What follows belongs to an exercise in optimizing a design on an open flow for small area and a short achievable clock period; a production flow would make more cautious choices.
Only simulation tests tie the RTL to the original design; equivalence was not proved.
No activity file was given, so power comes from the tool's default toggle rates.

==> flow/design.v <==
module fifo_sync #(
    parameter WIDTH = 32,
    parameter DEPTH = 64
) (
    input  logic clk,
    input  logic rst_n,
    input  logic wr_en,
    input  logic rd_en,
    input  logic [WIDTH-1:0] wr_data,
    output logic [WIDTH-1:0] rd_data,
    output logic full,
    output logic empty,
    output logic almost_full,
    output logic [$clog2(DEPTH):0] count
);
    localparam LO = 8;
    localparam HI = DEPTH / LO;
    logic [WIDTH-1:0] mem [0:DEPTH-1];
    logic [LO-1:0] wr_lo, rd_lo;
    logic [HI-1:0] wr_hi, rd_hi;
    logic [$clog2(DEPTH):0] cnt;
    logic full_q, empty_q, afull_q;
    assign count       = cnt;
    assign full        = full_q;
    assign empty       = empty_q;
    assign almost_full = afull_q;
    wire wr_fire = wr_en & ~full_q;
    wire rd_fire = rd_en & ~empty_q;
    wire inc = wr_fire & ~rd_fire;
    wire dec = rd_fire & ~wr_fire;
    always_ff @(posedge clk) begin
        for (int i = 0; i < DEPTH; i++)
            if (!full_q && wr_hi[i/LO] && wr_lo[i%LO]) mem[i] <= wr_data;
    end
    logic [WIDTH-1:0] head;
    always_comb begin
        head = '0;
        for (int i = 0; i < DEPTH; i++)
            head = head | (mem[i] & {WIDTH{rd_hi[i/LO] & rd_lo[i%LO]}});
    end
    always_ff @(posedge clk or negedge rst_n) begin
        if (!rst_n) begin
            wr_lo   <= LO'(1);
            wr_hi   <= HI'(1);
            rd_lo   <= LO'(1);
            rd_hi   <= HI'(1);
            cnt     <= '0;
            full_q  <= 1'b0;
            empty_q <= 1'b1;
            afull_q <= 1'b0;
            rd_data <= '0;
        end else begin
            if (wr_fire) begin
                wr_lo <= {wr_lo[LO-2:0], wr_lo[LO-1]};
                if (wr_lo[LO-1]) wr_hi <= {wr_hi[HI-2:0], wr_hi[HI-1]};
            end
            if (rd_fire) begin
                rd_lo   <= {rd_lo[LO-2:0], rd_lo[LO-1]};
                if (rd_lo[LO-1]) rd_hi <= {rd_hi[HI-2:0], rd_hi[HI-1]};
                rd_data <= head;
            end
            if (inc) begin
                cnt     <= cnt + 1'b1;
                full_q  <= (cnt == DEPTH-1);
                empty_q <= 1'b0;
                afull_q <= (cnt >= DEPTH-2);
            end else if (dec) begin
                cnt     <= cnt - 1'b1;
                full_q  <= 1'b0;
                empty_q <= (cnt == 1);
                afull_q <= (cnt == DEPTH);
            end
        end
    end
endmodule
clock: 3.8 ns
lec_check: 0
cap_margin: 20
core_margin: 2
core_utilization: 50
cts_buf_list: sky130_fd_sc_hd__clkbuf_16
cts_cluster_diameter: 80
cts_cluster_size: 26
setup_slack_margin: 1.4
slew_margin: 20
run.sh (not shown) runs the stock make flow with config.mk's settings and CLKGATE_MAP_FILE= SYNTH_SCRIPT=/design/flow/synth_recipe.tcl, a recipe that flattens the netlist after the stock synthesis.
Then changed:
==> flow/design.v (replaced) <==
module fifo_sync #(
    parameter WIDTH = 32,
    parameter DEPTH = 64
) (
    input  logic clk,
    input  logic rst_n,
    input  logic wr_en,
    input  logic rd_en,
    input  logic [WIDTH-1:0] wr_data,
    output logic [WIDTH-1:0] rd_data,
    output logic full,
    output logic empty,
    output logic almost_full,
    output logic [$clog2(DEPTH):0] count
);
    localparam LO = 8;
    localparam HI = DEPTH / LO;
    logic [WIDTH-1:0] mem [0:DEPTH-1];
    logic [LO-1:0] wr_lo;
    logic [HI-1:0] wr_hi, wr_hig;
    logic [DEPTH-1:0] rd_sel;    
    logic [$clog2(DEPTH):0] cnt;
    logic full_q, empty_q, afull_q;
    assign count       = cnt;
    assign full        = full_q;
    assign empty       = empty_q;
    assign almost_full = afull_q;
    wire wr_fire = wr_en & ~full_q;
    wire rd_fire = rd_en & ~empty_q;
    wire inc = wr_fire & ~rd_fire;
    wire dec = rd_fire & ~wr_fire;
    wire full_nx = inc ? (cnt == DEPTH-1) : (dec ? 1'b0 : full_q);
    wire [HI-1:0] wr_hi_nx = (wr_fire && wr_lo[LO-1]) ? {wr_hi[HI-2:0], wr_hi[HI-1]} : wr_hi;
    always_ff @(posedge clk) begin
        for (int i = 0; i < DEPTH; i++)
            if (wr_hig[i/LO] && wr_lo[i%LO]) mem[i] <= wr_data;
    end
    logic [WIDTH-1:0] head;
    always_comb begin
        head = '0;
        for (int i = 0; i < DEPTH; i++)
            head = head | (mem[i] & {WIDTH{rd_sel[i]}});
    end
    always_ff @(posedge clk or negedge rst_n) begin
        if (!rst_n) begin
            wr_lo   <= LO'(1);
            wr_hi   <= HI'(1);
            wr_hig  <= HI'(1);
            rd_sel  <= DEPTH'(1);
            cnt     <= '0;
            full_q  <= 1'b0;
            empty_q <= 1'b1;
            afull_q <= 1'b0;
            rd_data <= '0;
        end else begin
            if (wr_fire) wr_lo <= {wr_lo[LO-2:0], wr_lo[LO-1]};
            wr_hi  <= wr_hi_nx;
            wr_hig <= wr_hi_nx & {HI{~full_nx}};
            if (rd_fire) begin
                rd_sel  <= {rd_sel[DEPTH-2:0], rd_sel[DEPTH-1]};
                rd_data <= head;
            end
            full_q <= full_nx;
            if (inc) begin
                cnt     <= cnt + 1'b1;
                empty_q <= 1'b0;
                afull_q <= (cnt >= DEPTH-2);
            end else if (dec) begin
                cnt     <= cnt - 1'b1;
                empty_q <= (cnt == 1);
                afull_q <= (cnt == DEPTH);
            end
        end
    end
endmodule
Result: Non-clock buffer count shrinks by 74; clock-buffer cell count drops by 3; core utilization decreases by 1.7 points; fmax rose by a few percent; global-route usage fell by 0.55 points; clock power shrinks by a few percent; wire length falls by a few percent.

========
Another version of the RTL of fifo_sync (not shown whole).
Size: roughly 78 I/O pins.
==> module fifo_sync, before the edit <==
module fifo_sync #(
    parameter WIDTH = 32,
    parameter DEPTH = 64
) (
    input  logic clk,
    input  logic rst_n,
    input  logic wr_en,
    input  logic rd_en,
    input  logic [WIDTH-1:0] wr_data,
    output logic [WIDTH-1:0] rd_data,
    output logic full,
    output logic empty,
    output logic almost_full,
    output logic [$clog2(DEPTH):0] count
);
    logic [WIDTH-1:0] mem [0:DEPTH-1];
    logic [DEPTH-1:0] rd_sel, wr_row;
    logic [$clog2(DEPTH):0] cnt;
    logic full_q, empty_q, afull_q;
    assign count       = cnt;
    assign full        = full_q;
    assign empty       = empty_q;
    assign almost_full = afull_q;
    wire wr_fire = wr_en & ~full_q;
    wire rd_fire = rd_en & ~empty_q;
    wire inc = wr_fire & ~rd_fire;
    wire dec = rd_fire & ~wr_fire;
    wire full_nx = inc ? (cnt == DEPTH-1) : (dec ? 1'b0 : full_q);
    wire [DEPTH-1:0] wr_pos = full_q ? rd_sel : wr_row;
    wire [DEPTH-1:0] wr_pos_nx = wr_fire ? {wr_pos[DEPTH-2:0], wr_pos[DEPTH-1]} : wr_pos;
    always_ff @(posedge clk) begin
        for (int i = 0; i < DEPTH; i++)
            if (wr_row[i]) mem[i] <= wr_data;
    end
    wire [DEPTH-1:0] rd_pick = rd_sel & {DEPTH{rd_fire}};
    logic [WIDTH-1:0] rd_nx;
    always_comb begin
        rd_nx = rd_data & {WIDTH{~rd_fire}};
        for (int i = 0; i < DEPTH; i++)
            rd_nx = rd_nx | (mem[i] & {WIDTH{rd_pick[i]}});
    end
    always_ff @(posedge clk or negedge rst_n) begin
        if (!rst_n) begin
            wr_row  <= DEPTH'(1);
            rd_sel  <= DEPTH'(1);
            cnt     <= '0;
            full_q  <= 1'b0;
            empty_q <= 1'b1;
            afull_q <= 1'b0;
            rd_data <= '0;
        end else begin
            wr_row <= wr_pos_nx & {DEPTH{~full_nx}};
            if (rd_fire) rd_sel <= {rd_sel[DEPTH-2:0], rd_sel[DEPTH-1]};
            rd_data <= rd_nx;
            full_q <= full_nx;
            if (inc) begin
                cnt     <= cnt + 1'b1;
                empty_q <= 1'b0;
                afull_q <= (cnt >= DEPTH-2);
            end else if (dec) begin
                cnt     <= cnt - 1'b1;
                empty_q <= (cnt == 1);
                afull_q <= (cnt == DEPTH);
            end
        end
    end
endmodule
export LEC_CHECK = 0
export CAP_MARGIN = 20
export CORE_MARGIN = 2
export CORE_UTILIZATION = 65
export CTS_BUF_LIST = sky130_fd_sc_hd__clkbuf_16
export CTS_CLUSTER_DIAMETER = 80
export CTS_CLUSTER_SIZE = 26
export SETUP_SLACK_MARGIN = 1.6
export SLEW_MARGIN = 20
create_clock -name core_clock -period 3.8 [get_ports {clk}]
The baseline finished but fails on negative hold slack.
Rerun with:
--- a/flow/design.v
+++ b/flow/design.v
@@ -30,16 +30,15 @@
     wire [DEPTH-1:0] wr_pos_nx = wr_fire ? {wr_pos[DEPTH-2:0], wr_pos[DEPTH-1]} : wr_pos;
     always_ff @(posedge clk) begin
         for (int i = 0; i < DEPTH; i++)
             if (wr_row[i]) mem[i] <= wr_data;
     end
-    wire [DEPTH-1:0] rd_pick = rd_sel & {DEPTH{rd_fire}};
-    logic [WIDTH-1:0] rd_nx;
+    logic [WIDTH-1:0] head;
     always_comb begin
-        rd_nx = rd_data & {WIDTH{~rd_fire}};
+        head = '0;
         for (int i = 0; i < DEPTH; i++)
-            rd_nx = rd_nx | (mem[i] & {WIDTH{rd_pick[i]}});
+            head = head | (mem[i] & {WIDTH{rd_sel[i]}});
     end
     always_ff @(posedge clk or negedge rst_n) begin
         if (!rst_n) begin
             wr_row  <= DEPTH'(1);
             rd_sel  <= DEPTH'(1);
@@ -48,12 +47,14 @@
             empty_q <= 1'b1;
             afull_q <= 1'b0;
             rd_data <= '0;
         end else begin
             wr_row <= wr_pos_nx & {DEPTH{~full_nx}};
-            if (rd_fire) rd_sel <= {rd_sel[DEPTH-2:0], rd_sel[DEPTH-1]};
-            rd_data <= rd_nx;
+            if (rd_fire) begin
+                rd_sel  <= {rd_sel[DEPTH-2:0], rd_sel[DEPTH-1]};
+                rd_data <= head;
+            end
             full_q <= full_nx;
             if (inc) begin
                 cnt     <= cnt + 1'b1;
                 empty_q <= 1'b0;
                 afull_q <= (cnt >= DEPTH-2);
The changed run completed with no timing, DRC or antenna violations.
Via count is higher slightly.
Power is higher slightly.
Cell count is higher by a few percent.
Count of clock-buffer cells in the layout is higher by 1.
Routed wire length stays flat.
First-iteration DRC count is lower by a few percent.
Sequential power is about the same.
Final area is higher slightly.

## re-timing with driven ports
How much do the figures lean on ideal ports? The routed layouts below were timed once more, with nothing changed but the port constraints.
Step 1, drivers: a clkbuf_16 drives clk and a buf_2 each remaining input, both assumed.
Step 2 moves the port delays by t, midway between the first and last clock arrival at a register: inputs arrive t later, outputs are due t later. That takes back most of the time a late clock gives input paths.
Three values: ideal ports, drivers, drivers and shift; two values: the first two.
run	t (ns)	setup slack, ns	hold slack, ns	clock arrival spread, ns
the first run of note 1	0.863	1.258 / 1.257 / 0.653	0.043 / -0.019 / 0.500	0.048 / 0.048
the second run of note 1	0.855	1.343 / 1.304 / 0.727	0.093 / 0.059 / 0.507	0.065 / 0.064
the first run of note 2	0.834	1.407 / 1.407 / 0.832	-0.013 / -0.048 / 0.479	0.040 / 0.040
the second run of note 2	0.832	1.466 / 1.388 / 1.079	0.024 / -0.010 / 0.498	0.055 / 0.055
The setup slack of the second run of note 1, which loses most, moves by -0.039 ns with the drivers and by -0.616 ns with both steps.
